Source: an optimization exercise on an open RTL-to-GDS flow (aim: small area and a short achievable clock period). Production flows keep margins and buffers that such runs may drop. Where RTL was checked, it was by simulation tests only, not by an equivalence proof against the original. The clock port is modelled as an ideal driver; clocking choices that lean on that would not hold on a real chip. No activity file was given, so power comes from the tool's default toggle rates.

Setup of job 5769:
// mul_pipe
module mul_pipe(
	input [15:0] numA59,
	input [15:0] numB59,
	input clk_59,
	input reset_59,
	output reg [15:0] Acc_result_59
);
wire z1 = (numA59 == 16'h0000) | (numB59 == 16'h0000);
wire s1 = numA59[15] ^ numB59[15];
wire [4:0] e1 = numA59[14:10] + numB59[14:10] + 5'd17;
wire [10:0] bb = {1'b1, numB59[9:0]};
wire [4:0] one1, two1, neg1;
genvar gi;
generate for (gi = 0; gi < 5; gi = gi + 1) begin : benc
	wire b0 = (gi == 0) ? 1'b0 : bb[2*gi-1];
	wire b1 = bb[2*gi];
	wire b2 = bb[2*gi+1];
	assign one1[gi] = b1 ^ b0;
	assign two1[gi] = (b2 & ~b1 & ~b0) | (~b2 & b1 & b0);
	assign neg1[gi] = b2 & ~(b1 & b0);
end endgenerate
reg z2, s2; reg [4:0] e2; reg [9:0] ma2; reg [4:0] one2, two2, neg2; reg b9_2;
always @(posedge clk_59) begin
	z2 <= z1; s2 <= s1; e2 <= e1; ma2 <= numA59[9:0];
	one2 <= one1; two2 <= two1; neg2 <= neg1; b9_2 <= numB59[9];
end
wire pp1 = ((one2[0] & ma2[0])) ^ neg2[0];
wire pp2 = ((one2[0] & ma2[1]) | (two2[0] & ma2[0])) ^ neg2[0];
wire pp3 = ((one2[0] & ma2[2]) | (two2[0] & ma2[1])) ^ neg2[0];
wire pp4 = ((one2[0] & ma2[3]) | (two2[0] & ma2[2])) ^ neg2[0];
wire pp5 = ((one2[0] & ma2[4]) | (two2[0] & ma2[3])) ^ neg2[0];
wire pp6 = ((one2[0] & ma2[5]) | (two2[0] & ma2[4])) ^ neg2[0];
wire pp7 = ((one2[0] & ma2[6]) | (two2[0] & ma2[5])) ^ neg2[0];
wire pp8 = ((one2[0] & ma2[7]) | (two2[0] & ma2[6])) ^ neg2[0];
wire pp9 = ((one2[0] & ma2[8]) | (two2[0] & ma2[7])) ^ neg2[0];
wire pp10 = ((one2[0] & ma2[9]) | (two2[0] & ma2[8])) ^ neg2[0];
wire pp11 = (one2[0] | (two2[0] & ma2[9])) ^ neg2[0];
wire pp12 = (two2[0]) ^ neg2[0];
wire pp13 = ((one2[1] & ma2[0])) ^ neg2[1];
wire pp14 = ((one2[1] & ma2[1]) | (two2[1] & ma2[0])) ^ neg2[1];
wire pp15 = ((one2[1] & ma2[2]) | (two2[1] & ma2[1])) ^ neg2[1];
wire pp16 = ((one2[1] & ma2[3]) | (two2[1] & ma2[2])) ^ neg2[1];
wire pp17 = ((one2[1] & ma2[4]) | (two2[1] & ma2[3])) ^ neg2[1];
wire pp18 = ((one2[1] & ma2[5]) | (two2[1] & ma2[4])) ^ neg2[1];
  ...
export LEC_CHECK = 0
export ABC_AREA = 1
export CAP_MARGIN = 20
export CORE_MARGIN = 2
export CORE_UTILIZATION = 60
export CTS_BUF_LIST = sky130_fd_sc_hd__clkbuf_4 sky130_fd_sc_hd__clkbuf_8
export CTS_CLUSTER_DIAMETER = 60
export CTS_CLUSTER_SIZE = 30
export SETUP_SLACK_MARGIN = 3.0
export SLEW_MARGIN = 20
create_clock -name core_clock -period 5.0 [get_ports {clk_59}]
standard.sh (not shown) runs the stock make flow with config.mk's settings and CLKGATE_MAP_FILE= SYNTH_SCRIPT=/design/flow/synth_recipe.tcl, a recipe that flattens the netlist after the stock synthesis.
==> flow/flow/run.sh <==
#!/bin/bash
# Standard ORFS layout, with plain buffers (instead of the default delay-style
# buffer) on the input and output ports.
set -euo pipefail
export BUFFER_PORTS_ARGS="-buffer_cell sky130_fd_sc_hd__buf_1"
bash standard.sh synth > synth.log 2>&1
bash standard.sh > layout.log 2>&1
Job 5769 reached the end of the flow, and the finished layout is clean on the timing, DRC and antenna checks.
## Diff of input files: job 2429 against job 5769
- removing ABC_AREA (formerly 1)
Findings:
- Compared with job 5769, in job 2429 count of plain and timing-repair buffers in the layout went up about 15%, fraction of the cycle the final worst path needs moved down, switching part of the total decreased by 5.7 points relative to the old numbers, clock period minus worst slack went down 0.16 ns.
- Sort job 5769 and job 2429 by global-route usage, descending, and job 5769 comes first.
- Per-cell via count in the routed design was higher in job 2429 than in job 5769.

========
Another version of the RTL of mul_pipe (not shown whole).
For scale: ~560 cells after synthesis, about 50 I/O pins, roughly 0.0062 mm² of cells after synthesis.
export LEC_CHECK = 0
export CAP_MARGIN = 20
export CORE_MARGIN = 2
export CORE_UTILIZATION = 60
export CTS_BUF_LIST = sky130_fd_sc_hd__clkbuf_4 sky130_fd_sc_hd__clkbuf_8
export CTS_CLUSTER_DIAMETER = 60
export CTS_CLUSTER_SIZE = 30
export SETUP_SLACK_MARGIN = 3.2
export SLEW_MARGIN = 20
export TNS_END_PERCENT = 0
create_clock -name core_clock -period 5.0 [get_ports {clk_59}]
==> flow/flow/run.sh <==
#!/bin/bash
# Standard ORFS layout, with plain buffers (instead of the default delay-style
# buffer) on the input and output ports, and flip-flops that drive six or more
# loads given their strongest drive before clock tree synthesis.
set -euo pipefail
export BUFFER_PORTS_ARGS="-buffer_cell sky130_fd_sc_hd__buf_1"
export PRE_CTS_TCL="$PWD/flow/upsize.tcl"
bash standard.sh synth > synth.log 2>&1
bash standard.sh > layout.log 2>&1
==> flow/flow/upsize.tcl <==
# Before clock tree synthesis: give flip-flops that drive many loads directly the
# strongest drive of their own cell family (same function, larger drive).
set n 0
foreach inst [get_cells *] {
  set ref [get_property $inst ref_name]
  if {![string match "sky130_fd_sc_hd__dfxtp_*" $ref] || $ref eq "sky130_fd_sc_hd__dfxtp_4"} continue
  set fo 0
  foreach q [get_pins -of_objects $inst -filter "direction == output"] {
    set net [get_nets -quiet -of_objects $q]
    if {$net eq ""} continue
    incr fo [llength [get_pins -quiet -of_objects $net -filter "direction == input"]]
  }
  if {$fo >= 6} {
    replace_cell $inst sky130_fd_sc_hd__dfxtp_4
    incr n
  }
}
puts "upsize.tcl: $n flip-flops set to dfxtp_4"
Change:
==> flow/flow/run.sh (replaced) <==
#!/bin/bash
# Standard ORFS layout, with plain buffers (instead of the default delay-style
# buffer) on the input and output ports.
set -euo pipefail
export BUFFER_PORTS_ARGS="-buffer_cell sky130_fd_sc_hd__buf_1"
bash standard.sh synth > synth.log 2>&1
bash standard.sh > layout.log 2>&1
removed: flow/flow/upsize.tcl
Result: The new run finished clean; utilization is lower by 0.72 points; count of clock-buffer cells in the layout does not change; non-clock buffer count stays the same; final area came out lower slightly; fmax hardly moves; wire length goes down slightly; worst setup slack gains 0.0030 ns; sequential power stays flat.
No run of this note included a check of the RTL's function; only the layout flow was run.

========
mul_pipe, a different RTL version from the one above (not shown whole).
Size: ~570 cells after synthesis, ~120 flip-flops, about 6100 µm² of cells after synthesis.
Settings: LEC_CHECK=0, ABC_CLOCK_PERIOD_IN_PS=1800, CAP_MARGIN=20, CORE_MARGIN=2, CORE_UTILIZATION=40, SETUP_SLACK_MARGIN=3.0, SLEW_MARGIN=20; clock period 5.0 ns.
run.sh (not shown) runs the stock make flow with config.mk's settings and CLKGATE_MAP_FILE= SYNTH_SCRIPT=/design/flow/synth_recipe.tcl, a recipe that flattens the netlist after the stock synthesis.
Stock flow here: none of the scripts above is used.
Then changed:
Settings changed: ABC_CLOCK_PERIOD_IN_PS 1800 to default.
The changed run passed the timing, DRC and antenna checks.
Die area stays the same.
Fmax stays the same.
Global-route usage does not change.
No run of this note included a check of the RTL's function; only the layout flow was run.

========
Setup of build 59:
mul_pipe, a different RTL version from the one above (not shown whole).
For scale: about 560 cells after synthesis, about 130 flip-flops, ~50 I/O pins, roughly 0.0062 mm2 of cells after synthesis.
clock: 5.0 ns
lec_check: 0
cap_margin: 20
core_margin: 2
core_utilization: 70
cts_buf_list: sky130_fd_sc_hd__clkbuf_4 sky130_fd_sc_hd__clkbuf_8
cts_cluster_diameter: 60
cts_cluster_size: 30
setup_slack_margin: 2.9
slew_margin: 20
> inputs changed (build 59 -> build 47)
==> flow/flow/run.sh (new file) <==
#!/bin/bash
# Standard ORFS layout, with plain buffers (instead of the default delay-style
# buffer) on the input and output ports.
set -euo pipefail
export BUFFER_PORTS_ARGS="-buffer_cell sky130_fd_sc_hd__buf_1"
bash standard.sh synth > synth.log 2>&1
bash standard.sh > layout.log 2>&1
==> flow/standard.sh (new file) <==
#!/bin/bash
# synth_recipe.tcl (not shown) runs the flow's synth.tcl, then flattens the netlist and writes it again
# the make line also repeats each setting of config.mk as NAME=value (left out here)
make -C /OpenROAD-flow-scripts/flow DESIGN_CONFIG=/design/flow/config.mk WORK_HOME=/design/flow/orfs CLKGATE_MAP_FILE= SYNTH_SCRIPT=/design/flow/synth_recipe.tcl "${@:-finish}"
-- flow/config.mk --
<<< build 59, line 9
export CORE_MARGIN = 2
export CORE_UTILIZATION = 70
export CTS_BUF_LIST = sky130_fd_sc_hd__clkbuf_4 sky130_fd_sc_hd__clkbuf_8
>>> build 47, line 9
export CORE_MARGIN = 2
export CORE_UTILIZATION = 60
export CTS_BUF_LIST = sky130_fd_sc_hd__clkbuf_4 sky130_fd_sc_hd__clkbuf_8
<<< build 59, line 13
export CTS_CLUSTER_SIZE = 30
export SETUP_SLACK_MARGIN = 2.9
export SLEW_MARGIN = 20
>>> build 47, line 13
export CTS_CLUSTER_SIZE = 30
export SETUP_SLACK_MARGIN = 3.0
export SLEW_MARGIN = 20
removed: flow/run.sh
Findings:
- Compare build 59 and build 47 | maximum fanout along the worst path lower: build 47
- The met1 track demand over resource number comes out lower for build 47 vs build 59.
- Per the comparison of build 47 with build 59, worst-case setup slack after placement now larger; via count of the first global-routing pass now smaller; xor and xnor fraction of the mapped netlist area comparable; count of vias placed by the detailed router now smaller; final layout net count comparable.
- | setup slack | build 47 vs build 59 | 0.23 ns higher |
The following lists how build 53 was set up differently from build 47:
==> flow/run.sh (new file) <==
#!/bin/bash
# synth_recipe.tcl (not shown) runs the flow's synth.tcl, then flattens the netlist and writes it again
# the make line also repeats each setting of config.mk as NAME=value (left out here)
make -C /OpenROAD-flow-scripts/flow DESIGN_CONFIG=/design/flow/config.mk WORK_HOME=/design/flow/orfs CLKGATE_MAP_FILE= SYNTH_SCRIPT=/design/flow/synth_recipe.tcl finish
-- flow/config.mk --
<<< build 47, line 9
export CORE_MARGIN = 2
export CORE_UTILIZATION = 60
export CTS_BUF_LIST = sky130_fd_sc_hd__clkbuf_4 sky130_fd_sc_hd__clkbuf_8
export CTS_CLUSTER_DIAMETER = 60
export CTS_CLUSTER_SIZE = 30
export SETUP_SLACK_MARGIN = 3.0
>>> build 53, line 9
export CORE_MARGIN = 2
export CORE_UTILIZATION = 40
export SETUP_SLACK_MARGIN = 3.0
removed: flow/flow/run.sh
removed: flow/standard.sh
==> results.txt <==
Sort build 47 and build 53 by share of the clock period used by the worst path, descending, and build 47 comes first. The power share of the combinational group number comes out higher for build 53 vs build 47. In build 53 relative to build 47, register area had gone up slightly. Max-slew headroom at the worst pin: lower on build 53. Delay of the slowest critical-path stage: build 53 vs build 47 — no meaningful difference.
The inputs of build 55 differ from those of build 53 as listed below.
-- flow/config.mk --
<<< build 53, line 9
export CORE_MARGIN = 2
export CORE_UTILIZATION = 40
export SETUP_SLACK_MARGIN = 3.0
>>> build 55, line 9
export CORE_MARGIN = 2
export CORE_UTILIZATION = 60
export CTS_BUF_LIST = sky130_fd_sc_hd__clkbuf_4 sky130_fd_sc_hd__clkbuf_8
export CTS_CLUSTER_DIAMETER = 60
export CTS_CLUSTER_SIZE = 30
export SETUP_SLACK_MARGIN = 3.0
## What came out
For the setup slack of the critical path after layout, build 55 came in 0.037 ns lower than build 53 did. Between build 53 and build 55, ratio of cells with drive above 1 in the final layout is higher for build 55, build 53 comes in under that. Power in build 55 vs build 53: down about 9%. Share of the clock period used by the worst path after layout was lower in the run labelled build 53. Net switching power in build 55 is 0.13 mW lower than in build 53. Core area (build 53 / build 55): 1.5. Build 53 and build 55 ended up with roughly the same hold slack. In build 55 the met2 usage in global routing turned out 13 points higher than in build 53.

========
mul_pipe again, from the RTL that the note above started with.
Design mul_pipe, start of the top module:
module mul_pipe(
	input [15:0] numA59,
	input [15:0] numB59,
	input clk_59,
	input reset_59,
	output reg [15:0] Acc_result_59
);
wire z1 = (numA59 == 16'h0000) | (numB59 == 16'h0000);
wire s1 = numA59[15] ^ numB59[15];
wire [4:0] e1 = numA59[14:10] + numB59[14:10] + 5'd17;
wire [10:0] bb = {1'b1, numB59[9:0]};
wire [4:0] one1, two1, neg1;
genvar gi;
generate for (gi = 0; gi < 5; gi = gi + 1) begin : benc
	wire b0 = (gi == 0) ? 1'b0 : bb[2*gi-1];
	wire b1 = bb[2*gi];
	wire b2 = bb[2*gi+1];
	assign one1[gi] = b1 ^ b0;
	assign two1[gi] = (b2 & ~b1 & ~b0) | (~b2 & b1 & b0);
	assign neg1[gi] = b2 & ~(b1 & b0);
end endgenerate
reg z2, s2; reg [4:0] e2; reg [9:0] ma2; reg [4:0] one2, two2, neg2; reg b9_2;
always @(posedge clk_59) begin
	z2 <= z1; s2 <= s1; e2 <= e1; ma2 <= numA59[9:0];
	one2 <= one1; two2 <= two1; neg2 <= neg1; b9_2 <= numB59[9];
end
wire pp1 = ((one2[0] & ma2[0])) ^ neg2[0];
wire pp2 = ((one2[0] & ma2[1]) | (two2[0] & ma2[0])) ^ neg2[0];
wire pp3 = ((one2[0] & ma2[2]) | (two2[0] & ma2[1])) ^ neg2[0];
wire pp4 = ((one2[0] & ma2[3]) | (two2[0] & ma2[2])) ^ neg2[0];
wire pp5 = ((one2[0] & ma2[4]) | (two2[0] & ma2[3])) ^ neg2[0];
wire pp6 = ((one2[0] & ma2[5]) | (two2[0] & ma2[4])) ^ neg2[0];
wire pp7 = ((one2[0] & ma2[6]) | (two2[0] & ma2[5])) ^ neg2[0];
wire pp8 = ((one2[0] & ma2[7]) | (two2[0] & ma2[6])) ^ neg2[0];
wire pp9 = ((one2[0] & ma2[8]) | (two2[0] & ma2[7])) ^ neg2[0];
wire pp10 = ((one2[0] & ma2[9]) | (two2[0] & ma2[8])) ^ neg2[0];
wire pp11 = (one2[0] | (two2[0] & ma2[9])) ^ neg2[0];
wire pp12 = (two2[0]) ^ neg2[0];
wire pp13 = ((one2[1] & ma2[0])) ^ neg2[1];
wire pp14 = ((one2[1] & ma2[1]) | (two2[1] & ma2[0])) ^ neg2[1];
wire pp15 = ((one2[1] & ma2[2]) | (two2[1] & ma2[1])) ^ neg2[1];
wire pp16 = ((one2[1] & ma2[3]) | (two2[1] & ma2[2])) ^ neg2[1];
wire pp17 = ((one2[1] & ma2[4]) | (two2[1] & ma2[3])) ^ neg2[1];
wire pp18 = ((one2[1] & ma2[5]) | (two2[1] & ma2[4])) ^ neg2[1];
wire pp19 = ((one2[1] & ma2[6]) | (two2[1] & ma2[5])) ^ neg2[1];
wire pp20 = ((one2[1] & ma2[7]) | (two2[1] & ma2[6])) ^ neg2[1];
wire pp21 = ((one2[1] & ma2[8]) | (two2[1] & ma2[7])) ^ neg2[1];
wire pp22 = ((one2[1] & ma2[9]) | (two2[1] & ma2[8])) ^ neg2[1];
wire pp23 = (one2[1] | (two2[1] & ma2[9])) ^ neg2[1];
wire pp24 = (two2[1]) ^ neg2[1];
  ...
export LEC_CHECK = 0
export CAP_MARGIN = 20
export CORE_MARGIN = 2
export CORE_UTILIZATION = 40
export SETUP_SLACK_MARGIN = 3.0
export SLEW_MARGIN = 20
create_clock -name core_clock -period 5.0 [get_ports {clk_59}]
standard.sh (not shown) runs the stock make flow with config.mk's settings and CLKGATE_MAP_FILE= SYNTH_SCRIPT=/design/flow/synth_recipe.tcl, a recipe that flattens the netlist after the stock synthesis.
==> flow/flow/run.sh <==
#!/bin/bash
# Standard ORFS layout, with plain buffers (instead of the default delay-style
# buffer) on the input and output ports.
set -euo pipefail
export BUFFER_PORTS_ARGS="-buffer_cell sky130_fd_sc_hd__buf_2"
bash standard.sh synth > synth.log 2>&1
bash standard.sh > layout.log 2>&1
Then changed:
--- a/flow/flow/run.sh
+++ b/flow/flow/run.sh
@@ -4,3 +4,3 @@
 set -euo pipefail
-export BUFFER_PORTS_ARGS="-buffer_cell sky130_fd_sc_hd__buf_2"
+export BUFFER_PORTS_ARGS="-buffer_cell sky130_fd_sc_hd__buf_1"
 bash standard.sh synth > synth.log 2>&1
--- a/flow/config.mk
+++ b/flow/config.mk
@@ -9,4 +9,7 @@
 export CORE_MARGIN = 2
-export CORE_UTILIZATION = 40
-export SETUP_SLACK_MARGIN = 3.0
+export CORE_UTILIZATION = 60
+export CTS_BUF_LIST = sky130_fd_sc_hd__clkbuf_4 sky130_fd_sc_hd__clkbuf_8
+export CTS_CLUSTER_DIAMETER = 60
+export CTS_CLUSTER_SIZE = 30
+export SETUP_SLACK_MARGIN = 3.3
 export SLEW_MARGIN = 20
Effect: Non-clock buffer count came out higher by 52; setup slack gets worse by 0.039 ns; wire length came out higher by 38%; global-route usage came out higher by 11 points.
Then changed:
--- a/flow/config.mk
+++ b/flow/config.mk
@@ -13,3 +13,3 @@
 export CTS_CLUSTER_SIZE = 30
-export SETUP_SLACK_MARGIN = 3.3
+export SETUP_SLACK_MARGIN = 3.15
 export SLEW_MARGIN = 20
=> Final area shrinks by a few percent. Maximum frequency grows by a few percent. Via count shrinks by a little under a tenth. Final cell count shrinks slightly. Total power shrinks by a few percent. Combinational power shrinks by a few percent. Worst hold slack hardly moves.
Then changed:
==> flow/run.sh (new file) <==
#!/bin/bash
# synth_recipe.tcl (not shown) runs the flow's synth.tcl, then flattens the netlist and writes it again
# the make line also repeats each setting of config.mk as NAME=value (left out here)
make -C /OpenROAD-flow-scripts/flow DESIGN_CONFIG=/design/flow/config.mk WORK_HOME=/design/flow/orfs CLKGATE_MAP_FILE= SYNTH_SCRIPT=/design/flow/synth_recipe.tcl finish
==> flow/config.mk (replaced) <==
export PLATFORM = sky130hd
export DESIGN_NAME = mul_pipe
export DESIGN_NICKNAME = mul_pipe
export VERILOG_FILES = /design/flow/design.v
export SDC_FILE = /design/flow/constraint.sdc
export NUM_CORES = 4
export LEC_CHECK = 0
export CAP_MARGIN = 20
export CORE_MARGIN = 2
export CORE_UTILIZATION = 40
export CTS_BUF_LIST = sky130_fd_sc_hd__clkbuf_8
export SETUP_SLACK_MARGIN = 3.0
export SLEW_MARGIN = 20
removed: flow/flow/run.sh
removed: flow/standard.sh
Effect: The changed run completed without violations; clock-buffer cell count stays the same; clock skew drops by 0.0032 ns; die area went up by about 50%; routed wire length went down by about 16%; non-clock buffer count went down by 39; worst hold slack stays flat; via count goes down by 9.2%; critical path depth stays the same.

static timing again, ports no longer ideal:
Ports are ideal in the flow. The routed layouts listed here were re-timed in OpenROAD. Step 1 (the two cells are an assumption about what drives the block):
set clk [get_ports {clk_59}]
set_driving_cell -lib_cell sky130_fd_sc_hd__clkbuf_16 $clk
set_driving_cell -lib_cell sky130_fd_sc_hd__buf_2 [delete_from_list [all_inputs] $clk]
Step 2, shift: input delay + t, output delay - t, t = (earliest + latest rising clock arrival at the registers) / 2. This alone moves slack from input paths to output paths. Three values: no drivers, after step 1, after step 2; two values: the first two.
| run | t, ns | setup slack, ns | worst setup path at the end | worst register clock-pin slew, ns | cell pins on the clock port's net |
|---|---|---|---|---|---|
| job 5769 | 0.467 | 2.867 / 2.867 / 2.762 | input to register | 0.09 / 0.09 | 1 |
| job 2429 | 0.477 | 3.025 / 3.025 / 2.732 | input to register | 0.09 / 0.09 | 1 |
| the first run of note 2 | 0.452 | 2.840 / 2.840 / 2.770 | input to register | 0.08 / 0.08 | 1 |
| the second run of note 2 | 0.449 | 2.843 / 2.843 / 2.761 | input to register | 0.08 / 0.08 | 1 |
| the first run of note 3 | 0.448 | 2.612 / 2.612 / 2.605 | input to register | 0.06 / 0.06 | 1 |
| the second run of note 3 | 0.448 | 2.612 / 2.612 / 2.605 | input to register | 0.06 / 0.06 | 1 |
| build 59 | 0.459 | 2.709 / 2.709 / 2.513 | input to register | 0.09 / 0.09 | 1 |
| build 47 | 0.468 | 2.943 / 2.943 / 2.752 | input to register | 0.07 / 0.07 | 1 |
| build 53 | 0.445 | 2.995 / 2.995 / 2.603 | input to register | 0.06 / 0.06 | 1 |
| build 55 | 0.467 | 2.959 / 2.959 / 2.550 | input to register | 0.08 / 0.08 | 1 |
| the first run of note 5 | 0.444 | 2.908 / 2.908 / 2.815 | input to register | 0.06 / 0.06 | 1 |
| the second run of note 5 | 0.470 | 2.870 / 2.870 / 2.826 | input to register | 0.08 / 0.08 | 1 |
| the third run of note 5 | 0.469 | 2.913 / 2.913 / 2.790 | input to register | 0.09 / 0.09 | 1 |
| the fourth run of note 5 | 0.461 | 2.947 / 2.947 / 2.600 | input to register | 0.08 / 0.08 | 1 |
After both steps setup and hold are still met in every run listed. The setup slack of build 55, which loses most, moves by 0.000 ns with the drivers and by -0.409 ns with both steps.
